This design comes from an exercise in tuning for small area on the open sky130 flow, not from production work. The RTL was checked by simulation tests, not by an equivalence proof against the original design.

==> amber: inputs <==
// edgeDetection2
module edgeDetection2(
    input  logic        clk,
    input  logic        n_rst,
    input  logic        startSignal,
    input  logic [23:0] inputData,
    input  logic        rwError,
    input  logic        readDone,
    input  logic        writeDone,
    output logic [31:0] readAddress,
    output logic [7:0]  outputData,
    output logic        readEnable,
    output logic        writeEnable,
    output logic        outputError
);
Settings: LEC_CHECK=0, CAP_MARGIN=20, CORE_MARGIN=2, CORE_UTILIZATION=40, SLEW_MARGIN=20, SYNTH_HIERARCHICAL=1; clock period 12.0 ns.
standard.sh (not shown) runs the stock make flow with config.mk's settings and CLKGATE_MAP_FILE= SYNTH_SCRIPT=/design/flow/synth_recipe.tcl, a recipe that flattens the netlist after the stock synthesis.
==> flow/flow/run.sh <==
#!/bin/bash
set -e
export BUFFER_PORTS_ARGS="-buffer_cell sky130_fd_sc_hd__buf_1"
export CTS_ARGS="-sink_clustering_enable -repair_clock_nets -dont_use_dummy_load -buf_list sky130_fd_sc_hd__clkbuf_4 -sink_clustering_size 20 -sink_clustering_max_diameter 120"
bash standard.sh > standard.log 2>&1
==> xenon (differences from amber) <==
--- a/flow/design.v
+++ b/flow/design.v
@@ -241,15 +241,26 @@
 reg [2:0] state;
 wire exec  = (state == GEN);
 wire sWait = (state == WAITD);
 wire store = (state == STORE);
 wire grab  = (state == WAITD) & readDone & ~rwError;
 reg  [3:0] cnt;      
 reg        np3;      
-wire       cntTop = np3 ? (cnt == 4'd3) : (cnt == 4'd9);
+wire [9:0] cntIs;
+assign cntIs[0] = ~cnt[3] & ~cnt[2] & ~cnt[1] & ~cnt[0];
+assign cntIs[1] = ~cnt[3] & ~cnt[2] & ~cnt[1] &  cnt[0];
+assign cntIs[2] = ~cnt[2] &  cnt[1] & ~cnt[0];
+assign cntIs[3] = ~cnt[2] &  cnt[1] &  cnt[0];
+assign cntIs[4] =  cnt[2] & ~cnt[1] & ~cnt[0];
+assign cntIs[5] =  cnt[2] & ~cnt[1] &  cnt[0];
+assign cntIs[6] =  cnt[2] &  cnt[1] & ~cnt[0];
+assign cntIs[7] =  cnt[2] &  cnt[1] &  cnt[0];
+assign cntIs[8] =  cnt[3] & ~cnt[0];
+assign cntIs[9] =  cnt[3] &  cnt[0];
+wire       cntTop = np3 ? cntIs[3] : cntIs[9];
 always_ff @(posedge clk, negedge n_rst)
     if (!n_rst) state <= IDLE;
     else case (state)
         IDLE:    if (startSignal) state <= GEN;
         GEN:     state <= WAITD;
         WAITD:   if (rwError) state <= ERR; else if (readDone) state <= STORE;
         STORE:   state <= cntTop ? WRITE : GEN;
@@ -265,16 +276,16 @@
 wire rowWrap = row[1] & row[0];
 wire colWrap = col[9] & col[7];
 wire offWrap = &{off[8:6], off[4:1]};
 reg  np3Pre;
 wire colWrapD2 = np3 & ~np3Pre;
 wire [9:0] colInc; wire [10:0] colC;
 wire [8:0] offInc; wire [9:0] offC;
-assign colC[0] = 1'b1;
-assign offC[0] = 1'b1;
+assign colC[0] = rowWrap;
+assign offC[0] = colWrap;
 genvar gi;
 generate
     for (gi = 0; gi < 10; gi = gi + 1) begin : colIncBit
         ha_u u (.a(col[gi]), .b(colC[gi]), .s(colInc[gi]), .co(colC[gi+1]));
     end
     for (gi = 0; gi < 9; gi = gi + 1) begin : offIncBit
         ha_u u (.a(off[gi]), .b(offC[gi]), .s(offInc[gi]), .co(offC[gi+1]));
@@ -282,57 +293,54 @@
 endgenerate
 always_ff @(posedge clk, negedge n_rst)
     if (!n_rst) begin
         row <= '0; col <= '0; off <= '0;
         np3Pre <= 1'b0; np3 <= 1'b0;
     end else begin
         if (rowWrap) row <= '0; else if (exec) row <= {row[1] ^ row[0], ~row[0]};
-        if (colWrap) col <= '0; else if (rowWrap) col <= colInc;
-        if (offWrap) begin if (!(exec | sWait)) off <= '0; end
-        else if (colWrap) off <= offInc;
+        col <= colInc & ~({10{colWrap}} & 10'd640);
+        off <= offInc & ~({9{offWrap & ~(exec | sWait)}} & 9'd478);
         np3Pre <= (|col[9:2]) | (col[1] & col[0]);
         np3 <= np3Pre;
     end
 wire rowZ  = ~(row[1] | row[0]);
 wire colZ  = ~(|col);
-wire offZ  = ~(|off);
 wire back  = rowZ & colZ;             
 wire [6:0] colLoDec; wire [7:0] colBw;
 assign colBw[0] = rowZ;
 generate
     for (gi = 0; gi < 7; gi = gi + 1) begin : colDecBit
         assign colLoDec[gi] = col[gi] ^ colBw[gi];
         assign colBw[gi+1]  = ~col[gi] & colBw[gi];
     end
 endgenerate
 wire [2:0] colHi = back ? 3'd4 : (col[9:7] - {2'd0, colBw[7]});
 wire [1:0] k = rowZ ? (back ? 2'd1 : 2'd2) : (row - 2'd1);
-wire [8:0] offR = off | ({9{back & offZ}} & 9'd478);
 wire [11:0] addrHi;
-addr_calc addrCalc (.row(k), .off(offR), .col(colHi), .hi(addrHi));
+addr_calc addrCalc (.row(k), .off(off), .col(colHi), .hi(addrHi));
 assign readAddress = {8'd0, addrHi, colLoDec, 5'd0};
 always_ff @(posedge clk, negedge n_rst)
     if (!n_rst) cnt <= '0;
     else if (colWrapD2) cnt <= '0;
     else if (grab) begin
-        if (np3 ? (cnt >= 4'd3) : (cnt >= 4'd9)) cnt <= 4'd1;
+        if (np3 ? (cnt[3] | cnt[2] | (cnt[1] & cnt[0])) : cntIs[9]) cnt <= 4'd1;
         else cnt <= cnt + 4'd1;
     end
 wire [7:0] grey;
 grey_conv greyConv (.inputData(inputData), .g(grey));
 reg [7:0] pixel;
 always_ff @(posedge clk) pixel <= grey;
 reg [7:0] m1, m2, m3, n4, m5, m6, n7, n8, n9;
 wire [7:0] npixel = ~pixel;
-wire shift3 = np3 & store & (cnt == 4'd1);
+wire shift3 = np3 & store & cntIs[1];
 wire [9:0] ld;       
 assign ld[0] = 1'b0;
 generate
     for (gi = 1; gi < 10; gi = gi + 1) begin : ldDec
-        assign ld[gi] = ~np3 & (gi == 9 ? (cnt == 4'd9 || cnt == 4'd0) : (cnt == gi));
+        assign ld[gi] = ~np3 & (gi == 9 ? (cntIs[9] | cntIs[0]) : cntIs[gi]);
     end
 endgenerate
 wire [7:0] m1d, m2d, n4d, m5d, n7d, n8d;
 wire h1 = ~(ld[1] | shift3), h2 = ~(ld[4] | shift3), h4 = ~(ld[2] | shift3),
      h5 = ~(ld[5] | shift3), h7 = ~(ld[3] | shift3), h8 = ~(ld[6] | shift3);
 generate
     for (gi = 0; gi < 8; gi = gi + 1) begin : winSel
@@ -342,17 +350,17 @@
         sel3_u s5 (.a(m5[gi]), .b(m6[gi]),  .c(pixel[gi]),  .sa(h5), .sb(shift3), .sc(ld[5]), .y(m5d[gi]));
         sel3_u s7 (.a(n7[gi]), .b(n8[gi]),  .c(npixel[gi]), .sa(h7), .sb(shift3), .sc(ld[3]), .y(n7d[gi]));
         sel3_u s8 (.a(n8[gi]), .b(n9[gi]),  .c(npixel[gi]), .sa(h8), .sb(shift3), .sc(ld[6]), .y(n8d[gi]));
     end
 endgenerate
 always_ff @(posedge clk) begin
     m1 <= m1d; m2 <= m2d; n4 <= n4d; m5 <= m5d; n7 <= n7d; n8 <= n8d;
-    if (ld[7] | (np3 & store & (cnt == 4'd1))) m3 <= pixel;
-    if (ld[8] | (np3 & store & (cnt == 4'd2))) m6 <= pixel;
-    if (ld[9] | (np3 & store & (cnt == 4'd3))) n9 <= npixel;
+    if (ld[7] | shift3) m3 <= pixel;
+    if (ld[8] | (np3 & store & cntIs[2])) m6 <= pixel;
+    if (ld[9] | (np3 & store & cntIs[3])) n9 <= npixel;
 end
 wire [7:0] mag;
 sobel_mag sobelMag (.m1(m1), .m2(m2), .m3(m3), .n4(n4), .m6(m6), .n7(n7),
                     .n8(n8), .n9(npixel), .outputData(mag));
 reg [7:0] outR;
 always_ff @(posedge clk) outR <= mag;
 assign outputData = outR;
==> flow/flow/run.sh (replaced) <==
#!/bin/bash
# The standard layout (standard.sh) with two changes:
#  - the port buffers are the smallest buffer cell (sky130_fd_sc_hd__buf_1);
#  - clock tree synthesis inserts no dummy loads and builds the tree from
#    sky130_fd_sc_hd__clkbuf_4.
# All of standard.sh's output goes to standard.log; each ORFS step keeps its
# own log under orfs/logs/.
set -e
export BUFFER_PORTS_ARGS="-buffer_cell sky130_fd_sc_hd__buf_1"
export CTS_ARGS="-sink_clustering_enable -repair_clock_nets -dont_use_dummy_load -buf_list sky130_fd_sc_hd__clkbuf_4 -sink_clustering_size 12 -sink_clustering_max_diameter 60"
bash standard.sh > standard.log 2>&1
==> lagoon (differences from amber) <==
--- a/flow/design.v
+++ b/flow/design.v
@@ -241,15 +241,26 @@
 reg [2:0] state;
 wire exec  = (state == GEN);
 wire sWait = (state == WAITD);
 wire store = (state == STORE);
 wire grab  = (state == WAITD) & readDone & ~rwError;
 reg  [3:0] cnt;      
 reg        np3;      
-wire       cntTop = np3 ? (cnt == 4'd3) : (cnt == 4'd9);
+wire [9:0] cntIs;
+assign cntIs[0] = ~cnt[3] & ~cnt[2] & ~cnt[1] & ~cnt[0];
+assign cntIs[1] = ~cnt[3] & ~cnt[2] & ~cnt[1] &  cnt[0];
+assign cntIs[2] = ~cnt[2] &  cnt[1] & ~cnt[0];
+assign cntIs[3] = ~cnt[2] &  cnt[1] &  cnt[0];
+assign cntIs[4] =  cnt[2] & ~cnt[1] & ~cnt[0];
+assign cntIs[5] =  cnt[2] & ~cnt[1] &  cnt[0];
+assign cntIs[6] =  cnt[2] &  cnt[1] & ~cnt[0];
+assign cntIs[7] =  cnt[2] &  cnt[1] &  cnt[0];
+assign cntIs[8] =  cnt[3] & ~cnt[0];
+assign cntIs[9] =  cnt[3] &  cnt[0];
+wire       cntTop = np3 ? cntIs[3] : cntIs[9];
 always_ff @(posedge clk, negedge n_rst)
     if (!n_rst) state <= IDLE;
     else case (state)
         IDLE:    if (startSignal) state <= GEN;
         GEN:     state <= WAITD;
         WAITD:   if (rwError) state <= ERR; else if (readDone) state <= STORE;
         STORE:   state <= cntTop ? WRITE : GEN;
@@ -265,16 +276,16 @@
 wire rowWrap = row[1] & row[0];
 wire colWrap = col[9] & col[7];
 wire offWrap = &{off[8:6], off[4:1]};
 reg  np3Pre;
 wire colWrapD2 = np3 & ~np3Pre;
 wire [9:0] colInc; wire [10:0] colC;
 wire [8:0] offInc; wire [9:0] offC;
-assign colC[0] = 1'b1;
-assign offC[0] = 1'b1;
+assign colC[0] = rowWrap;
+assign offC[0] = colWrap;
 genvar gi;
 generate
     for (gi = 0; gi < 10; gi = gi + 1) begin : colIncBit
         ha_u u (.a(col[gi]), .b(colC[gi]), .s(colInc[gi]), .co(colC[gi+1]));
     end
     for (gi = 0; gi < 9; gi = gi + 1) begin : offIncBit
         ha_u u (.a(off[gi]), .b(offC[gi]), .s(offInc[gi]), .co(offC[gi+1]));
@@ -282,57 +293,54 @@
 endgenerate
 always_ff @(posedge clk, negedge n_rst)
     if (!n_rst) begin
         row <= '0; col <= '0; off <= '0;
         np3Pre <= 1'b0; np3 <= 1'b0;
     end else begin
         if (rowWrap) row <= '0; else if (exec) row <= {row[1] ^ row[0], ~row[0]};
-        if (colWrap) col <= '0; else if (rowWrap) col <= colInc;
-        if (offWrap) begin if (!(exec | sWait)) off <= '0; end
-        else if (colWrap) off <= offInc;
+        col <= colInc & ~({10{colWrap}} & 10'd640);
+        off <= offInc & ~({9{offWrap & ~(exec | sWait)}} & 9'd478);
         np3Pre <= (|col[9:2]) | (col[1] & col[0]);
         np3 <= np3Pre;
     end
 wire rowZ  = ~(row[1] | row[0]);
 wire colZ  = ~(|col);
-wire offZ  = ~(|off);
 wire back  = rowZ & colZ;             
 wire [6:0] colLoDec; wire [7:0] colBw;
 assign colBw[0] = rowZ;
 generate
     for (gi = 0; gi < 7; gi = gi + 1) begin : colDecBit
         assign colLoDec[gi] = col[gi] ^ colBw[gi];
         assign colBw[gi+1]  = ~col[gi] & colBw[gi];
     end
 endgenerate
 wire [2:0] colHi = back ? 3'd4 : (col[9:7] - {2'd0, colBw[7]});
 wire [1:0] k = rowZ ? (back ? 2'd1 : 2'd2) : (row - 2'd1);
-wire [8:0] offR = off | ({9{back & offZ}} & 9'd478);
 wire [11:0] addrHi;
-addr_calc addrCalc (.row(k), .off(offR), .col(colHi), .hi(addrHi));
+addr_calc addrCalc (.row(k), .off(off), .col(colHi), .hi(addrHi));
 assign readAddress = {8'd0, addrHi, colLoDec, 5'd0};
 always_ff @(posedge clk, negedge n_rst)
     if (!n_rst) cnt <= '0;
     else if (colWrapD2) cnt <= '0;
     else if (grab) begin
-        if (np3 ? (cnt >= 4'd3) : (cnt >= 4'd9)) cnt <= 4'd1;
+        if (np3 ? (cnt[3] | cnt[2] | (cnt[1] & cnt[0])) : cntIs[9]) cnt <= 4'd1;
         else cnt <= cnt + 4'd1;
     end
 wire [7:0] grey;
 grey_conv greyConv (.inputData(inputData), .g(grey));
 reg [7:0] pixel;
 always_ff @(posedge clk) pixel <= grey;
 reg [7:0] m1, m2, m3, n4, m5, m6, n7, n8, n9;
 wire [7:0] npixel = ~pixel;
-wire shift3 = np3 & store & (cnt == 4'd1);
+wire shift3 = np3 & store & cntIs[1];
 wire [9:0] ld;       
 assign ld[0] = 1'b0;
 generate
     for (gi = 1; gi < 10; gi = gi + 1) begin : ldDec
-        assign ld[gi] = ~np3 & (gi == 9 ? (cnt == 4'd9 || cnt == 4'd0) : (cnt == gi));
+        assign ld[gi] = ~np3 & (gi == 9 ? (cntIs[9] | cntIs[0]) : cntIs[gi]);
     end
 endgenerate
 wire [7:0] m1d, m2d, n4d, m5d, n7d, n8d;
 wire h1 = ~(ld[1] | shift3), h2 = ~(ld[4] | shift3), h4 = ~(ld[2] | shift3),
      h5 = ~(ld[5] | shift3), h7 = ~(ld[3] | shift3), h8 = ~(ld[6] | shift3);
 generate
     for (gi = 0; gi < 8; gi = gi + 1) begin : winSel
@@ -342,17 +350,17 @@
         sel3_u s5 (.a(m5[gi]), .b(m6[gi]),  .c(pixel[gi]),  .sa(h5), .sb(shift3), .sc(ld[5]), .y(m5d[gi]));
         sel3_u s7 (.a(n7[gi]), .b(n8[gi]),  .c(npixel[gi]), .sa(h7), .sb(shift3), .sc(ld[3]), .y(n7d[gi]));
         sel3_u s8 (.a(n8[gi]), .b(n9[gi]),  .c(npixel[gi]), .sa(h8), .sb(shift3), .sc(ld[6]), .y(n8d[gi]));
     end
 endgenerate
 always_ff @(posedge clk) begin
     m1 <= m1d; m2 <= m2d; n4 <= n4d; m5 <= m5d; n7 <= n7d; n8 <= n8d;
-    if (ld[7] | (np3 & store & (cnt == 4'd1))) m3 <= pixel;
-    if (ld[8] | (np3 & store & (cnt == 4'd2))) m6 <= pixel;
-    if (ld[9] | (np3 & store & (cnt == 4'd3))) n9 <= npixel;
+    if (ld[7] | shift3) m3 <= pixel;
+    if (ld[8] | (np3 & store & cntIs[2])) m6 <= pixel;
+    if (ld[9] | (np3 & store & cntIs[3])) n9 <= npixel;
 end
 wire [7:0] mag;
 sobel_mag sobelMag (.m1(m1), .m2(m2), .m3(m3), .n4(n4), .m6(m6), .n7(n7),
                     .n8(n8), .n9(npixel), .outputData(mag));
 reg [7:0] outR;
 always_ff @(posedge clk) outR <= mag;
 assign outputData = outR;
==> flow/flow/run.sh (replaced) <==
#!/bin/bash
# The standard layout (standard.sh) with two changes:
#  - the port buffers are the smallest buffer cell (sky130_fd_sc_hd__buf_1);
#  - clock tree synthesis inserts no dummy loads and builds the tree from
#    sky130_fd_sc_hd__clkbuf_4.
# All of standard.sh's output goes to standard.log; each ORFS step keeps its
# own log under orfs/logs/.
set -e
export BUFFER_PORTS_ARGS="-buffer_cell sky130_fd_sc_hd__buf_1"
export CTS_ARGS="-sink_clustering_enable -repair_clock_nets -dont_use_dummy_load -buf_list sky130_fd_sc_hd__clkbuf_4 -sink_clustering_size 20 -sink_clustering_max_diameter 120"
bash standard.sh > standard.log 2>&1
==> flow/config.mk (replaced) <==
export PLATFORM = sky130hd
export DESIGN_NAME = edgeDetection2
export DESIGN_NICKNAME = edgeDetection2
export VERILOG_FILES = /design/flow/design.v
export SDC_FILE = /design/flow/constraint.sdc
export NUM_CORES = 4
export LEC_CHECK = 0
export CAP_MARGIN = 20
export CORE_MARGIN = 2
export CORE_UTILIZATION = 60
export SLEW_MARGIN = 20
export SYNTH_HIERARCHICAL = 1
==> out/results.ini <==
[run_status]
status=finished clean

[sta]
worstMarginPinSlew_ps=930.6

[cells_and_area]
multi_input_area_share_pct=55.05
num_antenna_cells=1

[synth]
synth_fa_ha_area_share_pct=40.23

[die]
fp.coreArea_um2=20100

[route]
wl_met1_um=6515

the above is filed under xenon

==> out/results.ini <==
[run_status]
status=finished clean

[route]
wl_met1_um=6126

[cells_and_area]
num_antenna_cells=0

[synth]
synth_fa_ha_area_share_pct=40.23
synth_xor_area_share_pct=2.249

[die]
fp.coreArea_um2=13240

[sta]
worstMarginPinSlew_ps=1023

the above is filed under lagoon

==> out/results.ini <==
[run_status]
status=finished clean

[synth]
synth_fa_ha_area_share_pct=39.77

[cells_and_area]
num_antenna_cells=1
multi_input_area_share_pct=56.12

[sta]
worstMarginPinSlew_ps=945.4

[die]
fp.coreArea_um2=20360

[route]
wl_met1_um=7009

the above is filed under amber

[what the ideal ports hide]
Ports are ideal in the flow. The routed layouts listed here were re-timed in OpenROAD. Step 1: set_driving_cell puts a clkbuf_16 on clk and a buf_2 on each other input, an assumption about the parent block. Step 2, shift: input delay + t, output delay - t, t = (earliest + latest rising clock arrival at the registers) / 2. This alone moves slack from input paths to output paths. a / b / c = ideal ports / drivers / drivers and shift; a / b = the first two.
run	t (ns)	slack for setup (ns)	slew at the worst register clock pin (ns)
amber	0.541	1.218 / 1.218 / 1.218	0.11 / 0.11
xenon	0.554	1.315 / 1.315 / 1.315	0.12 / 0.12
lagoon	0.539	1.352 / 1.352 / 1.352	0.12 / 0.12
After both steps setup and hold are still met in every run listed.
